This is an optimization exercise on Yosys and OpenROAD, whose aim is small area, not a production implementation.
Only simulation tests tie the RTL to the original design; equivalence was not proved.
The clock port is modelled as an ideal driver; clocking choices that lean on that would not hold on a real chip.
Power is estimated from default activity; no workload was simulated.

<file path="flow/run.sh">
#!/bin/bash
# Own layout flow: the standard ORFS flow, with three changes:
#  1. after the standard synthesis, the combinational logic between the
#     (unchanged) registers is re-mapped by Yosys/ABC with an area-oriented
#     script (flow/reopt.sh); registers keep their cells and names;
#  2. ports are buffered with minimum-size buffers;
#  3. the clock tree is built without dummy loads.
# Each tool's output goes to a log file of its own in this folder.
set -euo pipefail
export BUFFER_PORTS_ARGS="-buffer_cell sky130_fd_sc_hd__buf_1"
export CTS_ARGS="-sink_clustering_enable -repair_clock_nets -dont_use_dummy_load -buf_list sky130_fd_sc_hd__clkbuf_8"
R=$PWD/orfs/results/$FLOW_PLATFORM/simon_fsm/base
bash standard.sh $R/1_2_yosys.v > synth.log 2>&1
cp $R/1_2_yosys.v std_synth.v
bash flow/reopt.sh std_synth.v reopt.v > reopt.log 2>&1
cp reopt.v $R/1_2_yosys.v
bash standard.sh > standard.log 2>&1
</file>
<file path="flow/reopt.sh">
#!/bin/bash
# reopt.sh IN.v OUT.v: re-map the combinational cells of a mapped netlist
# for area.  Flip-flops (and tie cells) are kept as they are, with their
# instance names and the names of the nets on their outputs.
set -euo pipefail
LIB=$FLOW_HOME/platforms/sky130hd/lib/sky130_fd_sc_hd__tt_025C_1v80.lib
DU=""
for c in $(sed -n '/DONT_USE_CELLS +=/,/^#/p' $FLOW_HOME/platforms/sky130hd/config.mk | grep -o "sky130_fd_sc_hd__[a-z0-9_]*"); do
  DU="$DU -dont_use $c"
done
cat > reopt.ys <<EOY
read_liberty -ignore_miss_func $LIB
blackbox sky130_fd_sc_hd__df* sky130_fd_sc_hd__conb_1
read_verilog $1
hierarchy -top $FLOW_TOP
flatten
rename -hide w:_*
opt -purge
abc -script +strash;&get,-n;&deepsyn,-T,30;&put;dch;amap;topo -liberty $LIB $DU
opt_clean -purge
hilomap -singleton -hicell sky130_fd_sc_hd__conb_1 HI -locell sky130_fd_sc_hd__conb_1 LO
splitnets
opt_clean -purge
tee -o reopt_stat.txt stat -liberty $LIB
write_verilog -noattr -nohex -nodec $2
EOY
yosys -c /dev/null >/dev/null 2>&1 || true
yosys reopt.ys
</file>
<file path="standard.sh">
#!/bin/bash
# synth_recipe.tcl (not shown) runs the flow's synth.tcl, then flattens the netlist and writes it again
# the make line also repeats each setting of config.mk as NAME=value (left out here)
make -C /OpenROAD-flow-scripts/flow DESIGN_CONFIG=/design/flow/config.mk WORK_HOME=/design/flow/orfs CLKGATE_MAP_FILE= SYNTH_SCRIPT=/design/flow/synth_recipe.tcl "${@:-finish}"
</file>
<file path="config.mk">
export PLATFORM = sky130hd
export DESIGN_NAME = simon_fsm
export DESIGN_NICKNAME = simon_fsm
export VERILOG_FILES = /design/flow/design.v
export SDC_FILE = /design/flow/constraint.sdc
export NUM_CORES = 4
export LEC_CHECK = 0
export CAP_MARGIN = 20
export CORE_MARGIN = 2
export CORE_UTILIZATION = 40
export PLACE_DENSITY = 0.6
export SLEW_MARGIN = 20
</file>
<file path="constraint.sdc">
create_clock -name core_clock -period 10.0 [get_ports {clk_50M}]
set_input_delay 2.0000 -clock core_clock [delete_from_list [all_inputs] [get_ports {clk_50M}]]
set_output_delay 2.0000 -clock core_clock [all_outputs]
set_load 0.01 [all_outputs]
</file>
<file path="design.v">
module debouncer(
    input raw,
    input clk,
    input reset,
    output reg clean
    );
	reg [11:0] q;
	reg f;
	wire [11:0] p = q ^ 12'haaa;
	wire differ = raw ^ clean;
	wire z = ~|p[10:0];
	wire last = p[11] & z;
	wire y = p[0] ^ p[1] ^ p[7];
	wire fb = p[11] ^ (y | z);    
	always @(posedge clk or posedge reset)
		if (reset) begin
			q <= 12'haaa;
			f <= 1'b0;
			clean <= 1'b0;
		end else begin
			q <= (differ ? {p[10:0], fb} : 12'd0) ^ 12'haaa;
			f <= differ & (f ^ last);
			clean <= f ? raw : clean;
		end
endmodule
module debounce_buttons(
	input b0, b1, b2, b3,
	input clk,
	input reset,
	output [3:0] bp
	);
	debouncer deb0(b0, clk, reset, bp[3]);
	debouncer deb1(b1, clk, reset, bp[2]);
	debouncer deb2(b2, clk, reset, bp[1]);
	debouncer deb3(b3, clk, reset, bp[0]);
endmodule
module validate_btns(
	input [1:0] d,
	input [3:0] bp,
	output correct,
	output none
);
	assign none = (bp == 4'b0000);
	assign correct = (d == 2'd0) ? (bp == 4'b1000) :
	                 (d == 2'd1) ? (bp == 4'b0100) : (bp == 4'b0001);
endmodule
module sound(
	input clk_50M, reset,
	input tone,      
	input playing,
	output reg pwm_out
);
	always @(posedge clk_50M or posedge reset)
		if (reset)
			pwm_out <= 1'b0;
		else
			pwm_out <= tone & playing;
endmodule
module display4digit(
	input win, lose, show, input [1:0] d, input [1:0] toptwo,
	input clk_50M,
	output an3, an2, an1, an0,
	output [6:0] seven_seg
	);
	reg [1:0] sel;
	always @(posedge clk_50M)
		sel <= toptwo;
	wire [27:0] A1 = 28'b1000111_1000000_0010010_0000110;  
	wire [27:0] A2 = 28'b0010000_1000000_1000000_0100001;  
	wire [27:0] A = win ? A2 : A1;
	wire wl = win | lose;
	assign an3 = wl ? ~(sel == 2'd3) : ~(show & (d == 2'd0));
	assign an2 = wl ? ~(sel == 2'd2) : ~(show & (d == 2'd1));
	assign an1 = wl ? ~(sel == 2'd1) : 1'b1;
	assign an0 = wl ? ~(sel == 2'd0) : ~(show & (d == 2'd2));
	assign seven_seg = wl ? A[toptwo*7 +: 7] : {show, 6'b000000};
endmodule
module simon_fsm(
	input reset,
	input clk_50M,
	input b0, b1, b2, b3,
	output [6:0] seven_seg,
	output an0,
	output an1,
	output an2,
	output an3,
	output pwm_out,
	output reg led, win, lose
);
reg [13:0] p;
reg [4:0] hi;
wire z = ~|p[12:0];
wire wrap = z & ~p[13];           
wire fb = p[13] ^ p[0] ^ p[2] ^ p[4] ^ z;
always @(posedge clk_50M or posedge reset)
	if (reset) begin
		p <= 14'd0;
		hi <= 5'b11111;
	end else begin
		p <= {p[12:0], fb};
		if (wrap)
			hi <= hi + 5'd1;
	end
wire tick_1Hz = z & p[13] & ~hi[0];
wire [3:0] bp;
debounce_buttons mydebounce_buttons(b0, b1, b2, b3, clk_50M, reset, bp);
localparam R0 = 4'd0, S11 = 4'd1, R11 = 4'd2, S21 = 4'd3, S22 = 4'd4,
           R21 = 4'd5, R22 = 4'd6, S31 = 4'd7, S32 = 4'd8, S33 = 4'd9,
           R31 = 4'd10, R32 = 4'd11, R33 = 4'd12, W = 4'd13, L = 4'd15;
reg [3:0] state;
reg show, rd;
reg [1:0] d;      
wire correct, none;
always @(*) begin
	show = 0; rd = 0; d = 2'd0; win = 0; lose = 0;
	case (state)
		S11, S21, S31: show = 1;
		S22, S32: begin show = 1; d = 2'd1; end
		S33: begin show = 1; d = 2'd2; end
		R11, R21, R31: rd = 1;
		R22, R32: begin rd = 1; d = 2'd1; end
		R33: begin rd = 1; d = 2'd2; end
		W: win = 1;
		L: lose = 1;
		default: ;
	endcase
	led = rd;
end
validate_btns my_validate_btns(d, bp, correct, none);
always @(posedge clk_50M or posedge reset)
	if (reset)
		state <= R0;
	else if (tick_1Hz) begin
		if (rd) begin
			if (correct)
				state <= state + 4'd1;
			else if (!none)
				state <= L;
		end else if (!win && !lose)
			state <= state + 4'd1;
	end
sound my_sound(clk_50M, reset, hi[2], rd & correct, pwm_out);
display4digit myDisplay(win, lose, show, d, hi[4:3], clk_50M,
	an3, an2, an1, an0, seven_seg);
endmodule
</file>
==> results of run 1 <==
## sequential cells by signal (all words and copies together), names as in the netlist, 2 cells and up
register and count:
mydebounce_buttons.deb1.q 12, state 4, mydebounce_buttons.deb2.q 12, myDisplay.sel 2
hi 5, mydebounce_buttons.deb3.q 12, mydebounce_buttons.deb0.q 12, p 14
## per-layer routing
metal	track usage	part of all wire
met5	0	0
met4	0.0417	0.016
met3	0.0506	0.047
met2	0.186	0.44
met1	0.184	0.50
## per-stage QoR
stage | std cells | setup WS (ps)
detailed placement | 406 | 6150
global route | 416 | 5490
floorplan | 287 | 6200
finish | 416 | 5770
global placement | 406 | 6240
CTS | 415 | 5760
## critical path, cell delays in order, from the launching register on
cell and delay, ps:
dfrtp_1 420, clkinv_1 160, nor2b_1 220, nand2_1 220
nor2_1 230, a2111o_1 220, nor2_1 50, nor2_1 110
a21o_1 130, buf_1 140
## worst max-delay path by stage
stage               slack (ps)  depth (start not counted)            startpoint            to
floorplan                 6200                          8  state[2]$_DFFE_PP0P_  seven_seg[0]
global placement          6240                          9  state[2]$_DFFE_PP0P_  seven_seg[0]
finish                    5770                          9  state[2]$_DFFE_PP0P_  seven_seg[0]
detailed placement        6150                          9  state[2]$_DFFE_PP0P_  seven_seg[0]
global route              5490                          9  state[2]$_DFFE_PP0P_  seven_seg[0]
CTS                       5760                          9  state[2]$_DFFE_PP0P_  seven_seg[0]
## cell type report
| type | count | area (um2) | area share |
|---|---|---|---|
| Tap cell | 99 | 124 | 0.0363 |
| Clock buffer | 9 | 124 | 0.0363 |
| Inverter | 28 | 105 | 0.0308 |
| Timing Repair Buffer | 21 | 98.8 | 0.0290 |
| Sequential cell | 82 | 2080 | 0.609 |
| Multi-Input combinational cell | 177 | 882 | 0.259 |
## power by group through the flow
stage | clock network (W) | registers, W | logic [W]
6_report | 0.000177 | 0.000366 | 0.0000694
5_1_grt | 0.000200 | 0.000369 | 0.0000809
4_1_cts | 0.000187 | 0.000366 | 0.0000699
3_5_place_dp | 0 | 0.000372 | 0.0000699
3_3_place_gp | 0 | 0.000372 | 0.0000688
2_1_floorplan | 0 | 0.000369 | 0.0000568
==> flow_summary_export.csv, run 1 <==
group,metric,value,unit
grt,antenna_found_initial,0,
pwr,internal_power,0.000460,W
sta,fin_tns_setup,0,ps
layout,num-nets-final,325,
sta,finalCritPeriodShare,0.423,
clocking,cts_setup_buffers,0,
placement,dp_hpwl,3350,um
pwr,power_frac_seq,0.598,
pwr,ir_drop,0.0807,mV
sta,min_period,4230,ps
sta,slew_headroom,0.464,
setup_path,r2r-start,"state[2]$_DFFE_PP0P_",
min_path,hp-start,"p[11]$_DFF_PP0_",
pwr,clockPowerShare,0.289,
die,rows,31,
pwr,comb_power_share,0.113,
placement,port_buffers,19,
drt,vias_per_cell,4.82,
layout,syn_to_final_growth,11.3,%
drt,wirelength,4830,um
drt,vias,2007,
layout,final_util,0.465,
clocking,cts_buffers,9,
placement,gp_congestion,0.780,
min_path,min_path_type,"reg2reg",
clocking,clock_latency,340,ps
sta,rsz0062_at_grt,"no",
drt,first_pass_iters,4,
die,die_h,91.5,um
die,initial_core_util,0.418,
sta,hold_violations,0,
die,die_x,91.5,um
sta,fmax,237,MHz
setup_path,required,8000,ps
grt,grt_pass1_vias,1896,
logic_synthesis,syn_inst,287,
clocking,cts_tree,"built",
run,maxCapViolCount,0,
setup_path,r2r_slack,7820,ps
setup_path,reg2reg_to,"state[3]$_DFFE_PP0P_",
logic_synthesis,syn_area,0.00307,mm2
min_path,min_to,"p[12]$_DFF_PP0_",
sta,worst_pin_slew,804,ps
clocking,cts_root_buffer,"clkbuf_8",
logic_synthesis,synth_fp_nets,293,
setup_path,crit_arrival,2230,ps
sta,fin_skew,14.4,ps
drt,wl_per_cell,11.6,um
drt,drc,0,
setup_path,reg2regPathDepth,12,
layout,stdcell_area,0.00341,mm2
setup_path,end_kind,"output port",
die,die-area,0.00838,mm2
sta,hold_ws,380,ps
logic_synthesis,yosysWarnings,4,
layout,final_cell_mix,"nor2_1 (52), dfrtp_1 (51), nand2_1 (38)",
die,core_area,0.00733,mm2
die,io_pins,21,
setup_path,worstSetupStartpointType,"register",
pwr,p_per_area,179,mW/mm2
placement,placed_area,0.00327,mm2
layout,drive_gt1_frac,0.129,
setup_path,path_class,"reg2out",
sta,slew_viol_final,0,
grt,grt_pass1_wl,8630,um
clocking,cts.clk_slew.worst_paths,70,ps
clocking,cts_hold_buf,0,
pwr,power_switching,0.000152,W
min_path,min_path_cells,0,
outcome,status,"finished clean",
sta,setup_viol_count_final,0,
pwr,swShare,0.248,
clocking,cts_sinks,82,
clocking,cts.path.max_buffers,2,
layout,antenna_cells,0,
grt,overflow,0,
drt,drtIter0Drc,83,
setup_path,critPathMaxFanout,8,
layout,final_common_cell,"nor2_1",
logic_synthesis,synth_area_per_cell,10.7,um2
pwr,power,0.000612,W
grt,grt_max_degree,81,
clocking,cts_resized,0,
clocking,htreeDepth,3,
drt,antenna_left,0,
pwr,leakage,1.42,nW
grt,grt_util_all_layers,0.131,
layout,fill_cells,687,
==> run 2: changes to the inputs <==
--- a/flow/reopt.sh
+++ b/flow/reopt.sh
@@ -24,5 +24,4 @@
 tee -o reopt_stat.txt stat -liberty $LIB
 write_verilog -noattr -nohex -nodec $2
 EOY
-yosys -c /dev/null >/dev/null 2>&1 || true
 yosys reopt.ys
==> flow_summary_export.csv, run 2 <==
group,metric,value,unit
sta,hold_violations,0,
min_path,hp-start,"p[11]$_DFF_PP0_",
layout,drive_gt1_frac,0.129,
clocking,htreeDepth,3,
logic_synthesis,synth_area_per_cell,10.7,um2
sta,fin_tns_setup,0,ps
layout,final_cell_mix,"nor2_1 (52), dfrtp_1 (51), nand2_1 (38)",
drt,drtIter0Drc,83,
sta,rsz0062_at_grt,"no",
pwr,leakage,1.42,nW
drt,first_pass_iters,4,
clocking,clock_latency,340,ps
clocking,cts_sinks,82,
layout,final_common_cell,"nor2_1",
grt,grtUsageMet3,0.0506,
grt,grt_max_degree,81,
placement,placed_area,0.00327,mm2
drt,vias_per_cell,4.82,
clocking,cts.path.max_buffers,2,
logic_synthesis,synth_fp_nets,293,
pwr,power_frac_seq,0.598,
outcome,status,"finished clean",
clocking,cts_buffers,9,
die,die_h,91.5,um
min_path,min_path_cells,0,
grt,gr-max-usage-layer,"met2",
pwr,ir_drop,0.0807,mV
drt,drc,0,
grt,globalRouteMet1Util,0.184,
die,core_area,0.00733,mm2
drt,wirelength,4830,um
clocking,cts_tree,"built",
setup_path,r2r-start,"state[2]$_DFFE_PP0P_",
logic_synthesis,yosysWarnings,4,
drt,antenna_left,0,
setup_path,r2r_slack,7820,ps
run,maxCapViolCount,0,
clocking,cts.clk_slew.worst_paths,70,ps
clocking,cts_resized,0,
setup_path,worstSetupStartpointType,"register",
layout,largest_register,"p",
clocking,cts_root_buffer,"clkbuf_8",
placement,gp_congestion,0.780,
clocking,cts_setup_buffers,0,
sta,worst_pin_slew,804,ps
layout,stdcell_area,0.00341,mm2
pwr,p_per_area,179,mW/mm2
sta,finalCritPeriodShare,0.423,
grt,antenna_found_initial,0,
placement,port_buffers,19,
die,io_pins,21,
sta,slew_headroom,0.464,
sta,min_period,4230,ps
die,rows,31,
setup_path,reg2regPathDepth,12,
sta,slew_viol_final,0,
sta,fmax,237,MHz
min_path,min_path_type,"reg2reg",
drt,wl_per_cell,11.6,um
sta,fin_skew,14.4,ps
grt,grt_pass1_vias,1896,
sta,setup_viol_count_final,0,
setup_path,reg2reg_to,"state[3]$_DFFE_PP0P_",
drt,vias,2007,
placement,dp_hpwl,3350,um
die,die-area,0.00838,mm2
grt,globalRouteMet2Util,0.186,
logic_synthesis,syn_inst,287,
min_path,min_to,"p[12]$_DFF_PP0_",
die,die_x,91.5,um
pwr,comb_power_share,0.113,
layout,largest_reg_flops,14,
pwr,internal_power,0.000460,W
layout,syn_to_final_growth,11.3,%
pwr,power_switching,0.000152,W
pwr,clockPowerShare,0.289,
pwr,swShare,0.248,
die,initial_core_util,0.418,
logic_synthesis,syn_area,0.00307,mm2
setup_path,crit_arrival,2230,ps
grt,grt_util_all_layers,0.131,
clocking,cts_hold_buf,0,
setup_path,end_kind,"output port",
setup_path,critPathMaxFanout,8,
grt,grt_pass1_wl,8630,um
setup_path,required,8000,ps
pwr,power,0.000612,W
layout,num-nets-final,325,
layout,fill_cells,687,
setup_path,path_class,"reg2out",
grt,overflow,0,
layout,antenna_cells,0,
==> run 2: cell counts in the layout (fill, tap and decap cells not counted) <==
No cell type changed its count.
==> run 2: power groups by stage <==
| stage | registers, W | clock network (W) | logic (W) |
|---|---|---|---|
| floorplan | 0.000369 | 0 | 0.0000568 |
| global placement | 0.000372 | 0 | 0.0000688 |
| detailed placement | 0.000372 | 0 | 0.0000699 |
| CTS | 0.000366 | 0.000187 | 0.0000699 |
| global route | 0.000369 | 0.000200 | 0.0000809 |
| finish | 0.000366 | 0.000177 | 0.0000694 |
==> run 2: worst max path at each step <==
stage	depth (start not counted)	start	to
2_1_floorplan	8	state[2]$_DFFE_PP0P_	seven_seg[0]
6_report	9	state[2]$_DFFE_PP0P_	seven_seg[0]
4_1_cts	9	state[2]$_DFFE_PP0P_	seven_seg[0]
3_5_place_dp	9	state[2]$_DFFE_PP0P_	seven_seg[0]
3_3_place_gp	9	state[2]$_DFFE_PP0P_	seven_seg[0]
5_1_grt	9	state[2]$_DFFE_PP0P_	seven_seg[0]
==> run 2: final cells by class <==
class | count | area (um2) | area share
clock buffer | 9 | 124 | 0.0363
inverter | 28 | 105 | 0.0308
multi-input combinational | 177 | 882 | 0.259
sequential | 82 | 2080 | 0.609
tap | 99 | 124 | 0.0363
timing repair buffer | 21 | 98.8 | 0.0290
==> run 2: metal layers <==
metal  vias to the layer above  part of all wire
met5                         -                 0
li1                       1028                 -
met2                        37              0.44
met3                         8             0.047
met1                       934              0.50
met4                         0             0.016
==> run 2: critical path: stages, from the launching register on <==
cell and delay (ps):
dfrtp_1 420, clkinv_1 160, nor2b_1 220, nand2_1 220, nor2_1 230, a2111o_1 220, nor2_1 50, nor2_1 110
a21o_1 130, buf_1 140
==> run 2: through the flow <==
stage / util / std cells / hold WS [ps] / setup slack [ps]
floorplan: - / 287 / 354 / 6200
global placement: 0.446 / 406 / 365 / 6240
detailed placement: 0.446 / 406 / 367 / 6150
CTS: 0.463 / 415 / 382 / 5760
global route: 0.465 / 416 / 384 / 5490
finish: 0.465 / 416 / 380 / 5770
==> run 3: changes to the inputs <==
--- a/flow/run.sh
+++ b/flow/run.sh
@@ -8,7 +8,7 @@
 # Each tool's output goes to a log file of its own in this folder.
 set -euo pipefail
 export BUFFER_PORTS_ARGS="-buffer_cell sky130_fd_sc_hd__buf_1"
-export CTS_ARGS="-sink_clustering_enable -repair_clock_nets -dont_use_dummy_load -buf_list sky130_fd_sc_hd__clkbuf_8"
+export CTS_ARGS="-sink_clustering_enable -repair_clock_nets -dont_use_dummy_load -buf_list sky130_fd_sc_hd__clkbuf_16"
 R=$PWD/orfs/results/$FLOW_PLATFORM/simon_fsm/base
 bash standard.sh $R/1_2_yosys.v > synth.log 2>&1
 cp $R/1_2_yosys.v std_synth.v
==> flow_summary_export.csv, run 3 <==
group,metric,value,unit
logic_synthesis,syn_area,0.00307,mm2
drt,drc,0,
grt,grt_pass1_wl,8710,um
setup_path,path_class,"reg2out",
die,io_pins,21,
placement,gp_congestion,0.780,
min_path,hp-start,"p[8]$_DFF_PP0_",
drt,drtIter0Drc,87,
setup_path,critPathMaxFanout,8,
clocking,cts_root_buffer,"clkbuf_16",
grt,overflow,0,
setup_path,worst_path_max_delay_cell,"dfrtp_1",
clocking,clock_latency,320,ps
sta,fin_tns_setup,0,ps
grt,grtUsageMet3,0.0481,
placement,port_buffers,19,
setup_path,max_stage_delay,420,ps
placement,placed_area,0.00327,mm2
setup_path,reg2reg_to,"state[3]$_DFFE_PP0P_",
drt,vias_per_cell,4.86,
grt,grt_util_all_layers,0.132,
grt,grt_pass1_vias,1907,
sta,fmax,236,MHz
placement,dp_slack,6150,ps
layout,final_common_cell,"nor2_1",
clocking,cts_setup_buffers,0,
logic_synthesis,synth_fp_nets,293,
setup_path,required,8000,ps
die,core_area,0.00733,mm2
clocking,cts.clk_slew.worst_paths,60,ps
layout,largest_register,"p",
layout,stdcell_area,0.00352,mm2
drt,first_pass_iters,4,
drt,wl_per_cell,11.8,um
placement,dp_hpwl,3350,um
drt,antenna_left,0,
logic_synthesis,synth_area_per_cell,10.7,um2
setup_path,cp_num_cells,9,
pwr,leakage,1.47,nW
min_path,min_to,"p[9]$_DFF_PP0_",
sta,slew_viol_final,0,
sta,setup_slack,5770,ps
setup_path,r2r_slack,7770,ps
grt,antenna_found_initial,0,
setup_path,end_kind,"output port",
layout,num-nets-final,325,
drt,vias,2023,
die,rows,31,
die,die_h,91.5,um
sta,finalCritPeriodShare,0.423,
die,die_x,91.5,um
sta,fin_skew,10.1,ps
setup_path,r2r-start,"state[2]$_DFFE_PP0P_",
sta,setup_viol_count_final,0,
layout,antenna_cells,0,
pwr,p_per_area,199,mW/mm2
sta,hold_violations,0,
setup_path,cp_common_cell,"nor2_1",
die,die-area,0.00838,mm2
layout,final_cells,416,
layout,syn_to_final_growth,14.9,%
sta,rsz0062_at_grt,"no",
sta,slew_headroom,0.464,
grt,globalRouteMet1Util,0.187,
run,maxCapViolCount,0,
min_path,min_path_cells,0,
clocking,cts_resized,0,
clocking,cts_buffers,9,
die,initial_core_util,0.418,
layout,final_cell_mix,"nor2_1 (52), dfrtp_1 (51), nand2_1 (38)",
drt,wirelength,4890,um
setup_path,crit_arrival,2230,ps
min_path,min_path_type,"reg2reg",
logic_synthesis,yosysWarnings,4,
setup_path,cp_top_family,"simple AND/OR/NAND/NOR gates",
sta,worst_pin_slew,804,ps
clocking,htreeDepth,3,
layout,drive_gt1_frac,0.129,
layout,largest_reg_flops,14,
clocking,cts_hold_buf,0,
placement,dp_cells,406,
clocking,cts_tree,"built",
clocking,cts_sinks,82,
clocking,cts.path.max_buffers,2,
setup_path,crit_chain,"clkinv_1 -> nor2b_1 -> nand2_1 -> nor2_1 -> a2111o_1 -> nor2_1 -> nor2_1 -> a21o_1 -> buf_1",
setup_path,worstSetupStartpointType,"register",
grt,gr-max-usage-layer,"met2",
sta,min_period,4230,ps
setup_path,critical_path_buf_inv_count,2,
setup_path,reg2regPathDepth,12,
pwr,ir_drop,0.101,mV
logic_synthesis,syn_inst,287,
grt,globalRouteMet2Util,0.190,
grt,grt_max_degree,81,
outcome,status,"finished clean",
[run 3: changes by cell type in the layout (fill, tap and decap cells not counted)]
| cell | before | now |
|---|---|---|
| clkbuf_16 | 0 | 9 |
| buf_16 | 0 | 1 |
| buf_12 | 1 | 0 |
| clkbuf_8 | 9 | 0 |
[run 3: how the worst max path moves through the flow]
stage | startpoint | endpoint | slack, ps
after detailed placement | state[2]$_DFFE_PP0P_ | seven_seg[0] | 6150
after global placement | state[2]$_DFFE_PP0P_ | seven_seg[0] | 6240
after CTS | state[2]$_DFFE_PP0P_ | seven_seg[0] | 5790
after global routing | state[2]$_DFFE_PP0P_ | seven_seg[0] | 5520
after floorplan | state[2]$_DFFE_PP0P_ | seven_seg[0] | 6200
final | state[2]$_DFFE_PP0P_ | seven_seg[0] | 5770
[run 3: power breakdown]
part / switching (W) / internal [W]
clock network: 0.000106 / 0.000158
registers: 0.0000114 / 0.000355
logic: 0.0000440 / 0.0000257
[run 3: layer usage]
layer / up-vias / routed length, um
met5: - / 0
met4: 0 / 78
met3: 8 / 244
met2: 43 / 2190
met1: 939 / 2370
li1: 1033 / -
[run 3: cell type report]
class                           count  area (um2)
Multi-Input combinational cell    177         882
Inverter                           28         105
Fill cell                         673        3810
Sequential cell                    82        2080
Clock buffer                        9         225
Timing Repair Buffer               21         106
Tap cell                           99         124
[run 3: metrics by stage]
| stage | power, W | util | hold WS, ps |
|---|---|---|---|
| 2_1_floorplan | 0.000426 | - | 354 |
| 3_3_place_gp | 0.000441 | 0.446 | 365 |
| 3_5_place_dp | 0.000442 | 0.446 | 367 |
| 4_1_cts | 0.000711 | 0.477 | 381 |
| 5_1_grt | 0.000741 | 0.480 | 389 |
| 6_report | 0.000700 | 0.480 | 379 |
==> run 4: changes to the inputs <==
--- a/flow/run.sh
+++ b/flow/run.sh
@@ -8,7 +8,7 @@
 # Each tool's output goes to a log file of its own in this folder.
 set -euo pipefail
 export BUFFER_PORTS_ARGS="-buffer_cell sky130_fd_sc_hd__buf_1"
-export CTS_ARGS="-sink_clustering_enable -repair_clock_nets -dont_use_dummy_load -buf_list sky130_fd_sc_hd__clkbuf_16"
+export CTS_ARGS="-sink_clustering_enable -repair_clock_nets -dont_use_dummy_load -sink_clustering_size 10 -sink_clustering_max_diameter 40 -buf_list sky130_fd_sc_hd__clkbuf_4"
 R=$PWD/orfs/results/$FLOW_PLATFORM/simon_fsm/base
 bash standard.sh $R/1_2_yosys.v > synth.log 2>&1
 cp $R/1_2_yosys.v std_synth.v
==> flow_summary_export.csv, run 4 <==
group,metric,value,unit
setup_path,crit_arrival,2300,ps
drt,drc,0,
drt,first_pass_iters,4,
clocking,cts_hold_buf,0,
clocking,cts_resized,0,
die,die_x,91.5,um
clocking,clock_latency,400,ps
sta,fin_tns_setup,0,ps
pwr,clockPowerShare,0.232,
logic_synthesis,syn_inst,287,
layout,num-nets-final,325,
logic_synthesis,syn_area,0.00307,mm2
placement,placed_area,0.00327,mm2
pwr,swShare,0.256,
placement,gp_congestion,0.780,
drt,wirelength,4810,um
drt,dr_wl_met2,2120,um
clocking,htreeDepth,3,
layout,drive_gt1_frac,0.129,
drt,drt-met1-wl,2390,um
layout,largest_register,"p",
clocking,cts_root_buffer,"clkbuf_4",
setup_path,crit_start,"state[2]$_DFFE_PP0P_",
sta,worst_pin_slew,819,ps
grt,overflow,0,
drt,vias_per_cell,4.81,
layout,syn_to_final_growth,9.47,%
layout,final_common_cell,"nor2_1",
clocking,cts_setup_buffers,0,
clocking,cts_buffers,9,
clocking,cts.path.max_buffers,2,
sta,slew_viol_final,0,
logic_synthesis,synth_fp_nets,293,
pwr,power,0.000567,W
drt,vias,2003,
clocking,cts.clk_slew.worst_paths,100,ps
die,die_h,91.5,um
sta,min_period,4300,ps
placement,dp_hpwl,3350,um
layout,final_cell_mix,"nor2_1 (52), dfrtp_1 (51), nand2_1 (38)",
drt,wl_met3,205,um
pwr,internal_power,0.000422,W
die,io_pins,21,
sta,hold_violations,0,
pwr,power_switching,0.000145,W
clocking,cts_tree,"built",
grt,antenna_found_initial,0,
drt,wl_per_cell,11.6,um
sta,slew_headroom,0.454,
setup_path,worstSetupStartpointType,"register",
min_path,min_path_type,"reg2reg",
sta,fin_skew,24.6,ps
setup_path,path_class,"reg2out",
run,maxCapViolCount,0,
setup_path,r2r-start,"state[2]$_DFFE_PP0P_",
pwr,leakage,1.40,nW
grt,grt_pass1_vias,1897,
placement,dp_slack,6150,ps
grt,grt_util_all_layers,0.131,
grt,grt_pass1_wl,8630,um
die,initial_core_util,0.418,
sta,setup_viol_count_final,0,
die,rows,31,
sta,setup_slack,5700,ps
drt,antenna_left,0,
setup_path,critPathMaxFanout,8,
drt,top_layer_used,"met4",
pwr,p_per_area,169,mW/mm2
die,die-area,0.00838,mm2
layout,fill_cells,689,
placement,port_buffers,19,
logic_synthesis,synth_area_per_cell,10.7,um2
drt,drtIter0Drc,78,
logic_synthesis,yosysWarnings,4,
outcome,status,"finished clean",
layout,antenna_cells,0,
pwr,ir_drop,0.0757,mV
setup_path,required,8000,ps
clocking,cts_sinks,82,
layout,stdcell_area,0.00336,mm2
pwr,comb_power_share,0.123,
sta,finalCritPeriodShare,0.430,
min_path,hp-start,"p[11]$_DFF_PP0_",
setup_path,end_kind,"output port",
sta,fmax,233,MHz
sta,rsz0062_at_grt,"no",
pwr,power_frac_seq,0.645,
grt,grt_max_degree,81,
die,core_area,0.00733,mm2
layout,largest_reg_flops,14,
[run 4: power groups by stage]
stage / logic (W) / clock network (W) / registers [W]
2_1_floorplan: 0.0000568 / 0 / 0.000369
3_3_place_gp: 0.0000688 / 0 / 0.000372
3_5_place_dp: 0.0000699 / 0 / 0.000372
4_1_cts: 0.0000699 / 0.000143 / 0.000366
5_1_grt: 0.0000808 / 0.000156 / 0.000370
6_report: 0.0000694 / 0.000132 / 0.000366
[run 4: path summary, 6_finish.rpt]
| check | depth (start not counted) | slack [ps] | end |
|---|---|---|---|
| max reg2reg | 12 | 7820 | state[3]$_DFFE_PP0P_ |
| min reg2reg | 0 | 380 | p[12]$_DFF_PP0_ |
| max | 9 | 5700 | seven_seg[0] |
| max in group asynchronous | 4 | 7690 | mydebounce_buttons.deb0.q[7]$_DFF_PP1_ |
| min in group asynchronous | 3 | 1650 | p[10]$_DFF_PP0_ |
| min | 0 | 380 | p[12]$_DFF_PP0_ |
[run 4: per-stage QoR]
step | hold WS [ps] | std cells | util
global route | 377 | 416 | 0.458
finish | 378 | 416 | 0.458
CTS | 381 | 415 | 0.455
global placement | 365 | 406 | 0.446
detailed placement | 367 | 406 | 0.446
floorplan | 354 | 287 | -
[run 4: worst max-delay path, stage by stage (launching register included)]
cell and delay (ps):
dfrtp_1 430, clkinv_1 160, nor2b_1 220, nand2_1 220
nor2_1 230, a2111o_1 220, nor2_1 50, nor2_1 110
a21o_1 130, buf_1 140
[run 4: final cells by class]
type                    instances  area, um2  area share
repair buffers                 21       98.8      0.0295
multi-input cells             177        882       0.263
well taps                      99        124      0.0369
flip-flops and latches         82       2080       0.619
clock buffers                   9       67.6      0.0201
inverters                      28        105      0.0313
[run 4: layer usage]
layer | up-vias | global-route usage
li1 | 1034 | -
met1 | 928 | 0.184
met2 | 33 | 0.187
met3 | 8 | 0.0432
met4 | 0 | 0.0530
met5 | - | 0
==> run 5: changes to the inputs <==
--- a/flow/run.sh
+++ b/flow/run.sh
@@ -8,7 +8,7 @@
 # Each tool's output goes to a log file of its own in this folder.
 set -euo pipefail
 export BUFFER_PORTS_ARGS="-buffer_cell sky130_fd_sc_hd__buf_1"
-export CTS_ARGS="-sink_clustering_enable -repair_clock_nets -dont_use_dummy_load -sink_clustering_size 10 -sink_clustering_max_diameter 40 -buf_list sky130_fd_sc_hd__clkbuf_4"
+export CTS_ARGS="-sink_clustering_enable -repair_clock_nets -dont_use_dummy_load -sink_clustering_size 16 -sink_clustering_max_diameter 60 -buf_list sky130_fd_sc_hd__clkbuf_4"
 R=$PWD/orfs/results/$FLOW_PLATFORM/simon_fsm/base
 bash standard.sh $R/1_2_yosys.v > synth.log 2>&1
 cp $R/1_2_yosys.v std_synth.v
==> flow_summary_export.csv, run 5 <==
group,metric,value,unit
pwr,leakage,1.40,nW
pwr,ir_drop,0.0757,mV
drt,wl_per_cell,11.6,um
setup_path,end_kind,"output port",
sta,finalCritPeriodShare,0.430,
setup_path,cp_common_cell,"nor2_1",
grt,grt_pass1_wl,8630,um
die,die_h,91.5,um
setup_path,crit_chain,"clkinv_1 -> nor2b_1 -> nand2_1 -> nor2_1 -> a2111o_1 -> nor2_1 -> nor2_1 -> a21o_1 -> buf_1",
sta,slew_headroom,0.454,
logic_synthesis,yosysWarnings,4,
die,rows,31,
setup_path,worst_path_max_delay_cell,"dfrtp_1",
clocking,cts_setup_buffers,0,
setup_path,required,8000,ps
logic_synthesis,synth_fp_nets,293,
setup_path,r2r_slack,7820,ps
placement,dp_slack,6150,ps
placement,placed_area,0.00327,mm2
setup_path,r2r-start,"state[2]$_DFFE_PP0P_",
layout,largest_register,"p",
sta,hold_ws,378,ps
drt,first_pass_iters,4,
min_path,min_path_type,"reg2reg",
min_path,min_to,"p[12]$_DFF_PP0_",
logic_synthesis,syn_area,0.00307,mm2
sta,worst_pin_slew,819,ps
placement,dp_hpwl,3350,um
die,die-area,0.00838,mm2
clocking,cts_hold_buf,0,
clocking,cts_sinks,82,
clocking,cts_buffers,9,
clocking,htreeDepth,3,
layout,final_common_cell,"nor2_1",
layout,antenna_cells,0,
drt,wl_met3,205,um
logic_synthesis,syn_inst,287,
sta,setup_slack,5700,ps
grt,grt_max_degree,81,
layout,syn_to_final_growth,9.47,%
sta,fmax,233,MHz
min_path,hp-start,"p[11]$_DFF_PP0_",
drt,vias_per_cell,4.81,
setup_path,critical_path_buf_inv_count,2,
setup_path,crit_arrival,2300,ps
die,initial_core_util,0.418,
clocking,cts_resized,0,
drt,dr_wl_met2,2120,um
grt,antenna_found_initial,0,
setup_path,cp_top_family,"simple AND/OR/NAND/NOR gates",
sta,rsz0062_at_grt,"no",
clocking,cts_root_buffer,"clkbuf_4",
clocking,cts.clk_slew.worst_paths,100,ps
sta,slew_viol_final,0,
drt,vias,2003,
drt,wirelength,4810,um
pwr,p_per_area,169,mW/mm2
drt,top_layer_used,"met4",
clocking,cts.path.max_buffers,2,
sta,fin_skew,24.6,ps
drt,drc,0,
clocking,cts_tree,"built",
layout,final_cell_mix,"nor2_1 (52), dfrtp_1 (51), nand2_1 (38)",
layout,largest_reg_flops,14,
sta,fin_tns_setup,0,ps
layout,drive_gt1_frac,0.129,
layout,stdcell_area,0.00336,mm2
sta,hold_violations,0,
layout,num-nets-final,325,
drt,antenna_left,0,
grt,overflow,0,
grt,grt_pass1_vias,1897,
drt,drtIter0Drc,78,
outcome,status,"finished clean",
placement,port_buffers,19,
sta,min_period,4300,ps
setup_path,path_class,"reg2out",
die,die_x,91.5,um
die,io_pins,21,
drt,drt-met1-wl,2390,um
grt,grt_util_all_layers,0.131,
placement,gp_congestion,0.780,
run,maxCapViolCount,0,
min_path,min_path_cells,0,
sta,setup_viol_count_final,0,
logic_synthesis,synth_area_per_cell,10.7,um2
clocking,clock_latency,400,ps
setup_path,critPathMaxFanout,8,
layout,final_util,0.458,
setup_path,reg2reg_to,"state[3]$_DFFE_PP0P_",
setup_path,reg2regPathDepth,12,
setup_path,max_stage_delay,430,ps
die,core_area,0.00733,mm2
setup_path,worstSetupStartpointType,"register",
[run 5: layer usage]
| metal | vias to the layer above | global-route usage |
|---|---|---|
| met4 | 0 | 0.0530 |
| met3 | 8 | 0.0432 |
| met1 | 928 | 0.184 |
| li1 | 1034 | - |
| met2 | 33 | 0.187 |
| met5 | - | 0 |
[run 5: per-stage QoR]
| step | total power [W] | std cells |
|---|---|---|
| global route | 0.000606 | 416 |
| CTS | 0.000579 | 415 |
| finish | 0.000567 | 416 |
| floorplan | 0.000426 | 287 |
| global placement | 0.000441 | 406 |
| detailed placement | 0.000442 | 406 |
[run 5: layout make-up]
type                       count  area (um2)
clock buffer                   9        67.6
inverter                      28         105
multi-input combinational    177         882
sequential                    82        2080
timing repair buffer          21        98.8
tap                           99         124
fill                         689        3980
[run 5: worst max-delay path by stage]
stage	startpoint	to	slack, ps	cells after the start
after detailed placement	state[2]$_DFFE_PP0P_	seven_seg[0]	6150	9
after CTS	state[2]$_DFFE_PP0P_	seven_seg[0]	5670	9
final	state[2]$_DFFE_PP0P_	seven_seg[0]	5700	9
after global routing	state[2]$_DFFE_PP0P_	seven_seg[0]	5390	9
after global placement	state[2]$_DFFE_PP0P_	seven_seg[0]	6240	9
after floorplan	state[2]$_DFFE_PP0P_	seven_seg[0]	6200	8
[run 5: power by group]
group          total [W]  internal [W]  switching (W)
Sequential      0.000366      0.000354      0.0000114
Combinational  0.0000694     0.0000254      0.0000440
Clock           0.000132     0.0000420      0.0000898
[run 5: worst register-to-register path, stage by stage (launching register included)]
cell and delay [ps]:
dfrtp_1 430, clkinv_1 160, o21ai_0 250, nor2_1 90, a211oi_1 360, nand2_1 140, nand2_1 100, nor2_1 60
clkinv_1 50, nor2_1 40, clkinv_1 60, nor2_1 40, or3_1 300
==> run 6: changes to the inputs <==
--- a/flow/run.sh
+++ b/flow/run.sh
@@ -8,7 +8,7 @@
 # Each tool's output goes to a log file of its own in this folder.
 set -euo pipefail
 export BUFFER_PORTS_ARGS="-buffer_cell sky130_fd_sc_hd__buf_1"
-export CTS_ARGS="-sink_clustering_enable -repair_clock_nets -dont_use_dummy_load -sink_clustering_size 16 -sink_clustering_max_diameter 60 -buf_list sky130_fd_sc_hd__clkbuf_4"
+export CTS_ARGS="-sink_clustering_enable -repair_clock_nets -dont_use_dummy_load -sink_clustering_size 8 -sink_clustering_max_diameter 30 -buf_list sky130_fd_sc_hd__clkbuf_4"
 R=$PWD/orfs/results/$FLOW_PLATFORM/simon_fsm/base
 bash standard.sh $R/1_2_yosys.v > synth.log 2>&1
 cp $R/1_2_yosys.v std_synth.v
--- a/config.mk
+++ b/config.mk
@@ -5,8 +5,8 @@
 export SDC_FILE = /design/flow/constraint.sdc
 export NUM_CORES = 4
 export LEC_CHECK = 0
-export CAP_MARGIN = 20
+export CAP_MARGIN = 0
 export CORE_MARGIN = 2
 export CORE_UTILIZATION = 40
 export PLACE_DENSITY = 0.6
-export SLEW_MARGIN = 20
+export SLEW_MARGIN = 0
==> flow_summary_export.csv, run 6 <==
group,metric,value,unit
outcome,status,"finished clean",
pwr,ir_drop,0.0752,mV
grt,grt_max_degree,81,
clocking,cts.clk_slew.worst_paths,100,ps
placement,placed_area,0.00327,mm2
drt,wl_per_cell,11.6,um
clocking,cts_sinks,82,
logic_synthesis,synth_fp_nets,293,
clocking,cts_hold_buf,0,
die,core_area,0.00733,mm2
clocking,cts_tree,"built",
sta,slew_headroom,0.366,
die,die-area,0.00838,mm2
placement,port_buffers,19,
setup_path,required,8000,ps
sta,finalCritPeriodShare,0.429,
layout,num-nets-final,324,
sta,worst_pin_slew,951,ps
placement,gp_congestion,0.780,
placement,dp_cells,406,
grt,overflow,0,
sta,min_period,4290,ps
clocking,htreeDepth,3,
drt,drc,0,
sta,slew_viol_final,0,
clocking,cts_resized,0,
die,initial_core_util,0.418,
sta,fin_tns_setup,0,ps
grt,grt_util_all_layers,0.131,
clocking,cts_buffers,9,
pwr,leakage,1.39,nW
die,die_h,91.5,um
drt,first_pass_iters,4,
setup_path,critPathMaxFanout,8,
drt,vias,2000,
layout,syn_to_final_growth,8.82,%
min_path,min_path_type,"reg2reg",
layout,final_util,0.455,
layout,stdcell_area,0.00334,mm2
layout,final_cells,415,
sta,hold_ws,378,ps
drt,wirelength,4800,um
grt,antenna_found_initial,0,
sta,setup_viol_count_final,0,
die,rows,31,
drt,drtIter0Drc,86,
clocking,cts.path.max_buffers,2,
drt,antenna_left,0,
clocking,cts_setup_buffers,0,
sta,fin_skew,24.7,ps
run,maxCapViolCount,0,
layout,final_cell_mix,"nor2_1 (52), dfrtp_1 (51), nand2_1 (38)",
clocking,cts_root_buffer,"clkbuf_4",
sta,rsz0062_at_grt,"no",
die,io_pins,21,
setup_path,worstSetupStartpointType,"register",
sta,fmax,233,MHz
placement,dp_hpwl,3350,um
clocking,clock_latency,400,ps
setup_path,crit_arrival,2290,ps
grt,grt_pass1_vias,1897,
layout,final_common_cell,"nor2_1",
logic_synthesis,syn_area,0.00307,mm2
layout,largest_register,"p",
logic_synthesis,synth_area_per_cell,10.7,um2
drt,vias_per_cell,4.82,
logic_synthesis,yosysWarnings,4,
sta,hold_violations,0,
layout,antenna_cells,0,
layout,largest_reg_flops,14,
layout,drive_gt1_frac,0.127,
setup_path,end_kind,"output port",
grt,grt_pass1_wl,8630,um
layout,fill_cells,691,
setup_path,path_class,"reg2out",
die,die_x,91.5,um
logic_synthesis,syn_inst,287,
pwr,p_per_area,170,mW/mm2
==> run 6: per-stage QoR <==
step	worst slack, ps	power (W)
finish	5710	0.000566
global route	5390	0.000605
CTS	5670	0.000579
detailed placement	6150	0.000442
global placement	6240	0.000441
floorplan	6200	0.000426
==> run 6: critical path, cell delays in order (launching register included) <==
cell      delay (ps)
dfrtp_1          440
clkinv_1         160
nor2b_1          220
nand2_1          210
nor2_1           230
a2111o_1         220
nor2_1            50
nor2_1           110
a21o_1           130
buf_1            140
==> run 6: per-layer routing <==
| metal | share of wire | track usage |
|---|---|---|
| met1 | 0.50 | 0.184 |
| met2 | 0.44 | 0.187 |
| met3 | 0.042 | 0.0432 |
| met4 | 0.018 | 0.0530 |
| met5 | 0 | 0 |
==> run 6: path summary, 6_finish.rpt <==
path,from,to,slack (ps),cells after the start
worst max-delay path,state[2]$_DFFE_PP0P_,seven_seg[0],5710,9
worst min-delay path,p[11]$_DFF_PP0_,p[12]$_DFF_PP0_,380,0
worst max register to register,state[2]$_DFFE_PP0P_,state[3]$_DFFE_PP0P_,7820,12
worst min register to register,p[11]$_DFF_PP0_,p[12]$_DFF_PP0_,380,0
max in group asynchronous,reset,state[1]$_DFFE_PP0P_,7500,3
min in group asynchronous,reset,p[10]$_DFF_PP0_,1840,3
==> run 6: where the power goes <==
part / leakage [nW] / switching, W / internal [W]
Combinational: 0.370 / 0.0000438 / 0.0000246
Sequential: 0.980 / 0.0000114 / 0.000354
Clock: 0.0414 / 0.0000895 / 0.0000420
==> run 6: final cells by class <==
| type | count | area [um2] | share of cell area |
|---|---|---|---|
| Multi-Input combinational cell | 177 | 882 | 0.264 |
| Sequential cell | 82 | 2080 | 0.623 |
| Inverter | 28 | 105 | 0.0315 |
| Clock buffer | 9 | 67.6 | 0.0203 |
| Tap cell | 99 | 124 | 0.0371 |
| Timing Repair Buffer | 20 | 78.8 | 0.0236 |
==> run 7: changes to the inputs <==
--- a/design.v
+++ b/design.v
@@ -58,13 +58,10 @@
 endmodule
 module display4digit(
 	input win, lose, show, input [1:0] d, input [1:0] toptwo,
-	input clk_50M,
+	input [1:0] sel,
 	output an3, an2, an1, an0,
 	output [6:0] seven_seg
 	);
-	reg [1:0] sel;
-	always @(posedge clk_50M)
-		sel <= toptwo;
 	wire [27:0] A1 = 28'b1000111_1000000_0010010_0000110;  
 	wire [27:0] A2 = 28'b0010000_1000000_1000000_0100001;  
 	wire [27:0] A = win ? A2 : A1;
@@ -89,8 +86,10 @@
 );
 reg [13:0] p;
 reg [4:0] hi;
-wire z = ~|p[12:0];
+wire w = ~|p[12:1];
+wire z = w & ~p[0];               
 wire wrap = z & ~p[13];           
+wire idx1 = w & p[0] & ~p[13];    
 wire fb = p[13] ^ p[0] ^ p[2] ^ p[4] ^ z;
 always @(posedge clk_50M or posedge reset)
 	if (reset) begin
@@ -140,6 +139,8 @@
 			state <= state + 4'd1;
 	end
 sound my_sound(clk_50M, reset, hi[2], rd & correct, pwm_out);
-display4digit myDisplay(win, lose, show, d, hi[4:3], clk_50M,
+wire sel_b = idx1 & ~|hi[2:0];
+wire [1:0] sel = hi[4:3] - {1'b0, sel_b};
+display4digit myDisplay(win, lose, show, d, hi[4:3], sel,
 	an3, an2, an1, an0, seven_seg);
 endmodule
==> flow_summary_export.csv, run 7 <==
group,metric,value,unit
layout,final_common_cell,"nor2_1",
clocking,cts_resized,0,
setup_path,cp-endpoint,"an0",
die,io_pins,21,
pwr,ir_drop,0.0431,mV
layout,largest_reg_flops,14,
logic_synthesis,synth_area_per_cell,10.4,um2
layout,final_cell_mix,"nor2_1 (65), dfrtp_1 (51), clkinv_1 (33)",
logic_synthesis,syn_inst,297,
pwr,leakage,1.37,nW
setup_path,path_class,"reg2out",
setup_path,worstSetupStartpointType,"register",
die,rows,32,
sta,hold_violations,0,
die,core_area,0.00761,mm2
sta,fin_tns_setup,0,ps
run,maxCapViolCount,0,
layout,fill_cells,746,
layout,num-nets-final,334,
drt,vias_per_cell,4.81,
layout,multi_input_area,916,um2
grt,grt_pass1_vias,1997,
clocking,cts.clk_slew.worst_paths,120,ps
setup_path,critPathMaxFanout,3,
layout,syn_to_final_growth,8.89,%
die,die_x,91.8,um
grt,grt_max_degree,81,
drt,antenna_left,0,
clocking,cts_tree,"built",
layout,largest_register,"p",
pwr,p_per_area,179,mW/mm2
setup_path,r2r-start,"state[1]$_DFFE_PP0P_",
clocking,cts_sinks,80,
layout,antenna_cells,0,
sta,fmax,229,MHz
clocking,htreeDepth,3,
sta,finalCritPeriodShare,0.437,
sta,fin_skew,31.6,ps
layout,final_util,0.441,
min_path,min_path_type,"reg2reg",
drt,drtIter0Drc,67,
setup_path,crit_start,"p[11]$_DFF_PP0_",
placement,dp_hpwl,3420,um
sta,slew_headroom,0.359,
die,die-area,0.00842,mm2
grt,antenna_found_initial,0,
drt,wl_per_cell,11.7,um
grt,overflow,0,
setup_path,reg2reg_to,"state[1]$_DFFE_PP0P_",
clocking,cts_setup_buffers,0,
drt,drc,0,
setup_path,r2r_slack,7530,ps
clocking,cts.path.max_buffers,2,
drt,vias,2060,
sta,slew_viol_final,0,
sta,hold_ws,362,ps
drt,wirelength,5000,um
grt,grt_util_all_layers,0.133,
logic_synthesis,yosysWarnings,3,
setup_path,end_kind,"output port",
die,initial_core_util,0.405,
placement,gp_congestion,0.741,
sta,worst_pin_slew,962,ps
outcome,status,"finished clean",
setup_path,reg2regPathDepth,13,
sta,setup_viol_count_final,0,
clocking,cts_root_buffer,"clkbuf_4",
clocking,cts_hold_buf,0,
logic_synthesis,syn_area,0.00308,mm2
setup_path,required,8000,ps
logic_synthesis,synth_fp_nets,303,
sta,min_period,4370,ps
die,die_h,91.8,um
placement,port_buffers,19,
drt,first_pass_iters,4,
grt,grt_pass1_wl,8950,um
layout,drive_gt1_frac,0.123,
sta,rsz0062_at_grt,"no",
clocking,cts_buffers,9,
setup_path,crit_arrival,2370,ps
layout,ff_latch_area,0.00204,mm2
clocking,clock_latency,410,ps
-- run 7: critical path, cell delays in order (launching register included) --
cell     delay [ps]
dfrtp_1         400
nor4_1          290
nand4_1         170
nor4_1          310
nor2_1           70
a21oi_1         200
nor2_1           80
a22oi_1         180
o21ai_0         120
buf_1           140
-- run 7: power breakdown --
part	total [W]	leakage (nW)	switching [W]	internal (W)
combinational	0.0000911	0.370	0.0000561	0.0000351
clock	0.000133	0.0414	0.0000911	0.0000420
sequential	0.000375	0.962	0.0000182	0.000357
-- run 7: worst min-delay path by stage --
stage / start / end / cells after the start
2_1_floorplan: p[11]$_DFF_PP0_ / p[12]$_DFF_PP0_ / 0
3_3_place_gp: p[9]$_DFF_PP0_ / p[10]$_DFF_PP0_ / 0
3_5_place_dp: p[8]$_DFF_PP0_ / p[9]$_DFF_PP0_ / 0
4_1_cts: p[6]$_DFF_PP0_ / p[7]$_DFF_PP0_ / 0
5_1_grt: p[6]$_DFF_PP0_ / p[7]$_DFF_PP0_ / 0
6_report: p[6]$_DFF_PP0_ / p[7]$_DFF_PP0_ / 0
-- run 7: per-stage QoR --
step | setup WS (ps) | instances | instance area, um2 | power (W)
6_report | 5630 | 428 | 3360 | 0.000599
3_5_place_dp | 6100 | 419 | 3290 | 0.000474
5_1_grt | 5280 | 428 | 3360 | 0.000640
2_1_floorplan | 6230 | 297 | 3080 | 0.000450
3_3_place_gp | 6140 | 419 | 3290 | 0.000471
4_1_cts | 5620 | 428 | 3360 | 0.000609
-- run 7: routing by layer --
layer	global-route usage	wire length (um)	vias up
met5	0	0	-
met4	0.0709	119	0
met2	0.197	2130	37
li1	-	-	1047
met1	0.189	2610	967
met3	0.0230	149	9
-- run 7: area by class of cell --
type                    count  area share
multi-input cells         183       0.273
repair buffers             20      0.0235
flip-flops and latches     80       0.607
clock buffers               9      0.0201
inverters                  34      0.0380
well taps                 102      0.0380
==> run 8: changes to the inputs <==
--- a/flow/run.sh
+++ b/flow/run.sh
@@ -9,6 +9,7 @@
 set -euo pipefail
 export BUFFER_PORTS_ARGS="-buffer_cell sky130_fd_sc_hd__buf_1"
 export CTS_ARGS="-sink_clustering_enable -repair_clock_nets -dont_use_dummy_load -sink_clustering_size 8 -sink_clustering_max_diameter 30 -buf_list sky130_fd_sc_hd__clkbuf_4"
+export POST_CTS_TCL=$PWD/flow/post_cts.tcl
 R=$PWD/orfs/results/$FLOW_PLATFORM/simon_fsm/base
 bash standard.sh $R/1_2_yosys.v > synth.log 2>&1
 cp $R/1_2_yosys.v std_synth.v
==> flow/post_cts.tcl (new file) <==
# Clock leaf buffers driving many flip-flops get a stronger cell, so that the
# flip-flop clock pins keep their slew well under the limit after routing.
set changed 0
foreach inst [[ord::get_db_block] getInsts] {
  if { [[$inst getMaster] getName] != "sky130_fd_sc_hd__clkbuf_4" } { continue }
  set out [$inst findITerm X]
  set net [$out getNet]
  if { $net == "NULL" } { continue }
  set n [expr { [llength [$net getITerms]] - 1 }]
  if { $n >= 12 } {
    replace_cell [$inst getName] sky130_fd_sc_hd__clkbuf_8
    incr changed
  }
}
puts "post_cts: $changed clock buffers upsized"
if { $changed > 0 } {
  detailed_placement
  check_placement -verbose
  estimate_parasitics -placement
}
==> flow/reopt.sh (replaced) <==
#!/bin/bash
# reopt.sh IN.v OUT.v: re-map the combinational cells of a mapped netlist
# for area.  Flip-flops (and tie cells) are kept as they are, with their
# instance names and the names of the nets on their outputs.  ABC's deepsyn
# is run with a few random seeds; the smallest result is kept.
set -euo pipefail
LIB=$FLOW_HOME/platforms/sky130hd/lib/sky130_fd_sc_hd__tt_025C_1v80.lib
DU=""
for c in $(sed -n '/DONT_USE_CELLS +=/,/^#/p' $FLOW_HOME/platforms/sky130hd/config.mk | grep -o "sky130_fd_sc_hd__[a-z0-9_]*"); do
  DU="$DU -dont_use $c"
done
for S in 0 1 2 3; do
cat > reopt_$S.ys <<EOY
read_liberty -ignore_miss_func $LIB
blackbox sky130_fd_sc_hd__df* sky130_fd_sc_hd__conb_1
read_verilog $1
hierarchy -top $FLOW_TOP
flatten
rename -hide w:_*
opt -purge
abc -script +strash;&get,-n;&deepsyn,-T,30,-S,$S;&put;dch;amap;topo -liberty $LIB $DU
opt_clean -purge
hilomap -singleton -hicell sky130_fd_sc_hd__conb_1 HI -locell sky130_fd_sc_hd__conb_1 LO
splitnets
opt_clean -purge
tee -o reopt_stat_$S.txt stat -liberty $LIB
write_verilog -noattr -nohex -nodec reopt_$S.v
EOY
yosys reopt_$S.ys > reopt_$S.log 2>&1 &
done
wait
best=$(for S in 0 1 2 3; do echo "$(grep 'Chip area' reopt_stat_$S.txt | awk '{print $NF}') $S"; done | sort -n | head -n 1 | awk '{print $2}')
echo "areas:"; grep 'Chip area' reopt_stat_*.txt; echo "kept seed $best"
cp reopt_$best.v $2
==> flow_summary_export.csv, run 8 <==
group,metric,value,unit
layout,num-nets-final,337,
setup_path,worst_path_max_delay_cell,"dfrtp_1",
die,die-area,0.00835,mm2
layout,multi_input_area,920,um2
grt,grt_util_all_layers,0.132,
clocking,clock_latency,410,ps
setup_path,max_stage_delay,400,ps
drt,vias,2078,
die,die_h,91.4,um
pwr,leakage,1.39,nW
layout,largest_reg_flops,14,
sta,min_period,4340,ps
sta,fin_skew,26.7,ps
pwr,comb_power_share,0.116,
min_path,min_path_cells,0,
sta,setup_viol_count_final,0,
layout,final_cells,428,
placement,dp_hpwl,3550,um
min_path,min_to,"p[3]$_DFF_PP0_",
sta,fin_tns_setup,0,ps
pwr,p_per_area,168,mW/mm2
logic_synthesis,syn_inst,300,
drt,vias_per_cell,4.86,
drt,top_layer_used,"met4",
drt,wirelength,4990,um
drt,first_pass_iters,4,
sta,rsz0062_at_grt,"no",
logic_synthesis,yosysWarnings,3,
pwr,ir_drop,0.0505,mV
clocking,cts_tree,"built",
setup_path,path_class,"reg2out",
setup_path,r2r_slack,7800,ps
drt,drtIter0Drc,72,
run,maxCapViolCount,0,
sta,fmax,230,MHz
drt,drt-met1-wl,2590,um
sta,worst_pin_slew,947,ps
drt,antenna_left,0,
grt,grt_max_degree,81,
layout,antenna_cells,0,
logic_synthesis,syn_area,0.00306,mm2
sta,finalCritPeriodShare,0.434,
layout,drive_gt1_frac,0.122,
setup_path,r2r-start,"state[1]$_DFFE_PP0P_",
setup_path,cp_common_cell,"nor4_1",
sta,slew_viol_final,0,
pwr,power_switching,0.000147,W
pwr,power_frac_seq,0.630,
pwr,swShare,0.262,
grt,antenna_found_initial,0,
setup_path,crit_chain,"nor4_1 -> nand4_1 -> nor4_1 -> nor2_1 -> a21oi_1 -> or2_0 -> o22a_1 -> buf_1",
layout,final_cell_mix,"nor2_1 (64), dfrtp_1 (51), nand2_1 (47)",
placement,gp_congestion,0.825,
setup_path,reg2regPathDepth,11,
sta,slew_headroom,0.368,
clocking,cts_sinks,80,
setup_path,crit_arrival,2340,ps
layout,final_common_cell,"nor2_1",
layout,syn_to_final_growth,9.25,%
die,core_area,0.00733,mm2
drt,drc,0,
grt,grt_pass1_wl,8800,um
pwr,internal_power,0.000414,W
layout,fill_cells,692,
pwr,clockPowerShare,0.255,
sta,hold_violations,0,
drt,wl_met3,164,um
placement,port_buffers,19,
drt,dr_wl_met2,2130,um
logic_synthesis,synth_fp_nets,306,
layout,final_util,0.455,
setup_path,worstSetupStartpointType,"register",
setup_path,end_kind,"output port",
die,rows,31,
grt,grt_pass1_vias,2007,
min_path,min_path_type,"reg2reg",
clocking,cts.clk_slew.worst_paths,100,ps
logic_synthesis,synth_area_per_cell,10.2,um2
drt,wl_per_cell,11.7,um
setup_path,critPathMaxFanout,4,
setup_path,reg2reg_to,"state[2]$_DFFE_PP0P_",
layout,largest_register,"p",
outcome,status,"finished clean",
layout,ff_latch_area,0.00204,mm2
min_path,hp-start,"p[2]$_DFF_PP0_",
grt,overflow,0,
die,io_pins,21,
die,die_x,91.4,um
setup_path,required,8000,ps
sta,hold_ws,367,ps
placement,dp_cells,419,
die,initial_core_util,0.417,
==> run 8: cell types whose count changed in the layout (fill, tap and decap cells not counted), moves of 7 or more <==
| cell | change |
|---|---|
| clkinv_1 | -8 |
| nand2b_1 | -7 |
| o21ai_0 | +11 |
| or2_0 | -10 |
| nand2_1 | +30 |
==> run 8: per-layer routing <==
layer | global-route usage | up-vias
met2 | 0.202 | 31
met4 | 0.0720 | 0
met5 | 0 | -
met1 | 0.176 | 972
li1 | - | 1065
met3 | 0.0282 | 10
==> run 8: power groups by stage <==
stage	Sequential, W	Clock (W)	Combinational, W
final	0.000353	0.000143	0.0000648
after global routing	0.000356	0.000158	0.0000764
after detailed placement	0.000358	0	0.0000664
after global placement	0.000359	0	0.0000645
after floorplan	0.000356	0	0.0000523
==> run 8: how the worst max path moves through the flow <==
stage | startpoint | depth (start not counted) | slack [ps] | end
floorplan | p[12]$_DFF_PP0_ | 6 | 6390 | an2
global placement | p[1]$_DFF_PP0_ | 8 | 6140 | an2
detailed placement | p[1]$_DFF_PP0_ | 8 | 6090 | an2
global route | p[12]$_DFF_PP0_ | 8 | 5430 | an0
finish | p[12]$_DFF_PP0_ | 8 | 5660 | an2
==> run 8: through the flow <==
stage	cell area (um2)	worst slack, ps	power (W)
detailed placement	3260	6090	0.000425
finish	3340	5660	0.000561
global route	3340	5430	0.000590
global placement	3260	6140	0.000423
floorplan	3060	6390	0.000408
==> run 8: worst max-delay path, delay by kind of cell (launching register included) <==
family,cells,cell delay (ps)
AND/OR/NAND/NOR,5,1060
AO/OA/AOI/OAI,2,350
buffers and inverters,1,150
flip-flops,1,400
==> run 8: final cells by class <==
| cell class | count | area share |
|---|---|---|
| Inverter | 26 | 0.0292 |
| Sequential cell | 80 | 0.611 |
| Clock buffer | 9 | 0.0240 |
| Timing Repair Buffer | 20 | 0.0236 |
| Tap cell | 99 | 0.0371 |
| Multi-Input combinational cell | 194 | 0.275 |
==> run 9: changes to the inputs <==
--- a/flow/run.sh
+++ b/flow/run.sh
@@ -4,7 +4,9 @@
 #     (unchanged) registers is re-mapped by Yosys/ABC with an area-oriented
 #     script (flow/reopt.sh); registers keep their cells and names;
 #  2. ports are buffered with minimum-size buffers;
-#  3. the clock tree is built without dummy loads.
+#  3. the clock tree is built from clkbuf_4 cells without dummy loads, and
+#     leaf buffers with 12 or more flip-flops are then upsized
+#     (flow/post_cts.tcl).
 # Each tool's output goes to a log file of its own in this folder.
 set -euo pipefail
 export BUFFER_PORTS_ARGS="-buffer_cell sky130_fd_sc_hd__buf_1"
==> flow/reopt.sh (replaced) <==
#!/bin/bash
# reopt.sh IN.v OUT.v: re-map the combinational cells of a mapped netlist
# for area.  Flip-flops (and tie cells) are kept as they are, with their
# instance names and the names of the nets on their outputs.  ABC's deepsyn
# is run with eight random seeds (four at a time); the smallest result is
# kept.
set -euo pipefail
LIB=$FLOW_HOME/platforms/sky130hd/lib/sky130_fd_sc_hd__tt_025C_1v80.lib
DU=""
for c in $(sed -n '/DONT_USE_CELLS +=/,/^#/p' $FLOW_HOME/platforms/sky130hd/config.mk | grep -o "sky130_fd_sc_hd__[a-z0-9_]*"); do
  DU="$DU -dont_use $c"
done
for S in 0 1 2 3 4 5 6 7; do
cat > reopt_$S.ys <<EOY
read_liberty -ignore_miss_func $LIB
blackbox sky130_fd_sc_hd__df* sky130_fd_sc_hd__conb_1
read_verilog $1
hierarchy -top $FLOW_TOP
flatten
rename -hide w:_*
opt -purge
abc -script +strash;&get,-n;&deepsyn,-T,30,-S,$S;&put;dch;amap,-m,-F,4,-A,10;topo -liberty $LIB $DU
opt_clean -purge
hilomap -singleton -hicell sky130_fd_sc_hd__conb_1 HI -locell sky130_fd_sc_hd__conb_1 LO
splitnets
opt_clean -purge
tee -o reopt_stat_$S.txt stat -liberty $LIB
write_verilog -noattr -nohex -nodec reopt_$S.v
EOY
yosys reopt_$S.ys > reopt_$S.log 2>&1 &
if [ $S = 3 ]; then wait; fi
done
wait
best=$(for S in 0 1 2 3 4 5 6 7; do echo "$(grep 'Chip area' reopt_stat_$S.txt | awk '{print $NF}') $S"; done | sort -n | head -n 1 | awk '{print $2}')
echo "areas:"; grep 'Chip area' reopt_stat_*.txt; echo "kept seed $best"
cp reopt_$best.v $2
==> flow_summary_export.csv, run 9 <==
group,metric,value,unit
sta,worst_pin_slew,952,ps
pwr,ir_drop,0.0586,mV
pwr,internal_power,0.000402,W
pwr,power_switching,0.000132,W
layout,fill_cells,734,
die,rows,31,
logic_synthesis,synth_area_per_cell,10.4,um2
setup_path,cp_common_cell,"nor4_1",
setup_path,crit_chain,"nor4_1 -> nand4_1 -> nor4_1 -> nor2_1 -> a21oi_1 -> or2_0 -> o22a_1 -> buf_1",
drt,wl_per_cell,12.5,um
sta,hold_ws,366,ps
setup_path,critPathMaxFanout,4,
outcome,status,"finished clean",
setup_path,cp_top_family,"simple AND/OR/NAND/NOR gates",
setup_path,crit_arrival,2290,ps
layout,ff_latch_area,0.00204,mm2
setup_path,path_class,"reg2out",
die,io_pins,21,
clocking,clock_latency,420,ps
run,maxCapViolCount,0,
die,die-area,0.00832,mm2
layout,syn_to_final_growth,9.29,%
grt,grt_util_all_layers,0.143,
drt,vias_per_cell,4.93,
grt,overflow,0,
pwr,p_per_area,161,mW/mm2
logic_synthesis,synth_fp_nets,300,
grt,grt_pass1_vias,2032,
pwr,power_frac_seq,0.645,
drt,vias,2081,
placement,gp_congestion,0.839,
clocking,cts_tree,"built",
grt,antenna_found_initial,0,
placement,dp_hpwl,3670,um
drt,drtIter0Drc,131,
layout,final_cell_mix,"nor2_1 (55), dfrtp_1 (51), nand2_1 (44)",
layout,final_common_cell,"nor2_1",
setup_path,required,8000,ps
layout,largest_register,"p",
layout,multi_input_area,911,um2
layout,stdcell_area,0.00333,mm2
sta,rsz0062_at_grt,"no",
layout,drive_gt1_frac,0.124,
pwr,power,0.000534,W
setup_path,worstSetupStartpointType,"register",
clocking,cts_sinks,80,
logic_synthesis,syn_inst,294,
placement,dp_slack,6150,ps
setup_path,max_stage_delay,410,ps
pwr,swShare,0.248,
drt,drc,0,
setup_path,end_kind,"output port",
sta,hold_violations,0,
sta,fmax,233,MHz
sta,slew_viol_final,0,
sta,fin_skew,30.1,ps
sta,slew_headroom,0.365,
layout,num-nets-final,331,
sta,min_period,4290,ps
setup_path,crit_start,"p[2]$_DFF_PP0_",
setup_path,r2r_slack,7370,ps
die,die_h,91.2,um
die,core_area,0.00729,mm2
die,initial_core_util,0.417,
drt,first_pass_iters,4,
setup_path,worst_path_max_delay_cell,"dfrtp_1",
sta,setup_viol_count_final,0,
logic_synthesis,yosysWarnings,3,
grt,grt_pass1_wl,9360,um
drt,antenna_left,0,
pwr,clockPowerShare,0.271,
placement,port_buffers,19,
sta,finalCritPeriodShare,0.429,
drt,wirelength,5290,um
sta,setup_slack,5710,ps
clocking,cts.clk_slew.worst_paths,110,ps
setup_path,r2r-start,"state[1]$_DFFE_PP0P_",
pwr,leakage,1.38,nW
placement,placed_area,0.00325,mm2
min_path,min_path_type,"reg2reg",
layout,largest_reg_flops,14,
grt,grt_max_degree,81,
layout,antenna_cells,0,
pwr,comb_power_share,0.084,
sta,fin_tns_setup,0,ps
setup_path,critical_path_buf_inv_count,1,
min_path,hp-start,"mydebounce_buttons.deb0.q[6]$_DFF_PP0_",
die,die_x,91.2,um
logic_synthesis,syn_area,0.00304,mm2
-- run 9: area by class of cell --
type,instances,area share
clock buffers,9,0.0241
inverters,25,0.0282
multi-input cells,189,0.274
flip-flops and latches,80,0.613
well taps,99,0.0372
repair buffers,20,0.0237
-- run 9: final timing paths --
check                                                    endpoint  depth (start not counted)
setup / recovery                                              an0                          8
hold / removal             mydebounce_buttons.deb0.q[7]$_DFF_PP1_                          1
setup reg to reg                             state[2]$_DFFE_PP0P_                         13
hold reg to reg            mydebounce_buttons.deb0.q[7]$_DFF_PP1_                          1
max in group asynchronous                          p[3]$_DFF_PP0_                          3
min in group asynchronous  mydebounce_buttons.deb1.q[2]$_DFF_PP0_                          3
-- run 9: per-stage QoR --
step                       util  cells
after floorplan               -    294
after global placement    0.445    413
after detailed placement  0.445    413
after global routing      0.456    422
final                     0.456    422
-- run 9: power by group through the flow --
stage,Clock [W],Sequential (W),Combinational (W)
after floorplan,0,0.000348,0.0000357
after global placement,0,0.000350,0.0000454
after detailed placement,0,0.000350,0.0000461
after global routing,0.000165,0.000346,0.0000531
final,0.000145,0.000344,0.0000451
-- run 9: routing by layer --
layer,global-route usage,part of all wire,vias to the layer above,wire length (um)
met1,0.202,0.52,995,2750
met5,0,0,-,0
met4,0.0720,0.015,0,77
met2,0.201,0.44,25,2310
li1,-,-,1054,-
met3,0.0398,0.028,7,150

==> static timing again, ports no longer ideal <==
No port has a modelled driver above. Below, the same layouts with a new extraction and two added sets of constraints.
Step 1, drivers: a clkbuf_16 drives clk_50M and a buf_2 each remaining input, both assumed.
Step 2 moves the port delays by t, midway between the first and last clock arrival at a register: inputs arrive t later, outputs are due t later. That takes back most of the time a late clock gives input paths.
a / b / c = no drivers / after step 1 / after step 2; a / b = the first two.
run | t, ns | slack for setup (ns) | worst register clock-pin slew, ns
run 1 | 0.356 | 5.772 / 5.745 / 6.101 | 0.08 / 0.08
run 2 | 0.356 | 5.772 / 5.745 / 6.101 | 0.08 / 0.08
run 3 | 0.347 | 5.766 / 5.736 / 6.082 | 0.06 / 0.06
run 4 | 0.413 | 5.700 / 5.675 / 6.088 | 0.12 / 0.12
run 5 | 0.413 | 5.700 / 5.675 / 6.088 | 0.12 / 0.12
run 6 | 0.412 | 5.705 / 5.680 / 6.092 | 0.12 / 0.12
run 7 | 0.416 | 5.634 / 5.611 / 6.027 | 0.12 / 0.12
run 8 | 0.424 | 5.657 / 5.629 / 6.053 | 0.11 / 0.11
run 9 | 0.430 | 5.714 / 5.687 / 6.118 | 0.11 / 0.11
After both steps setup and hold are still met in every run listed.
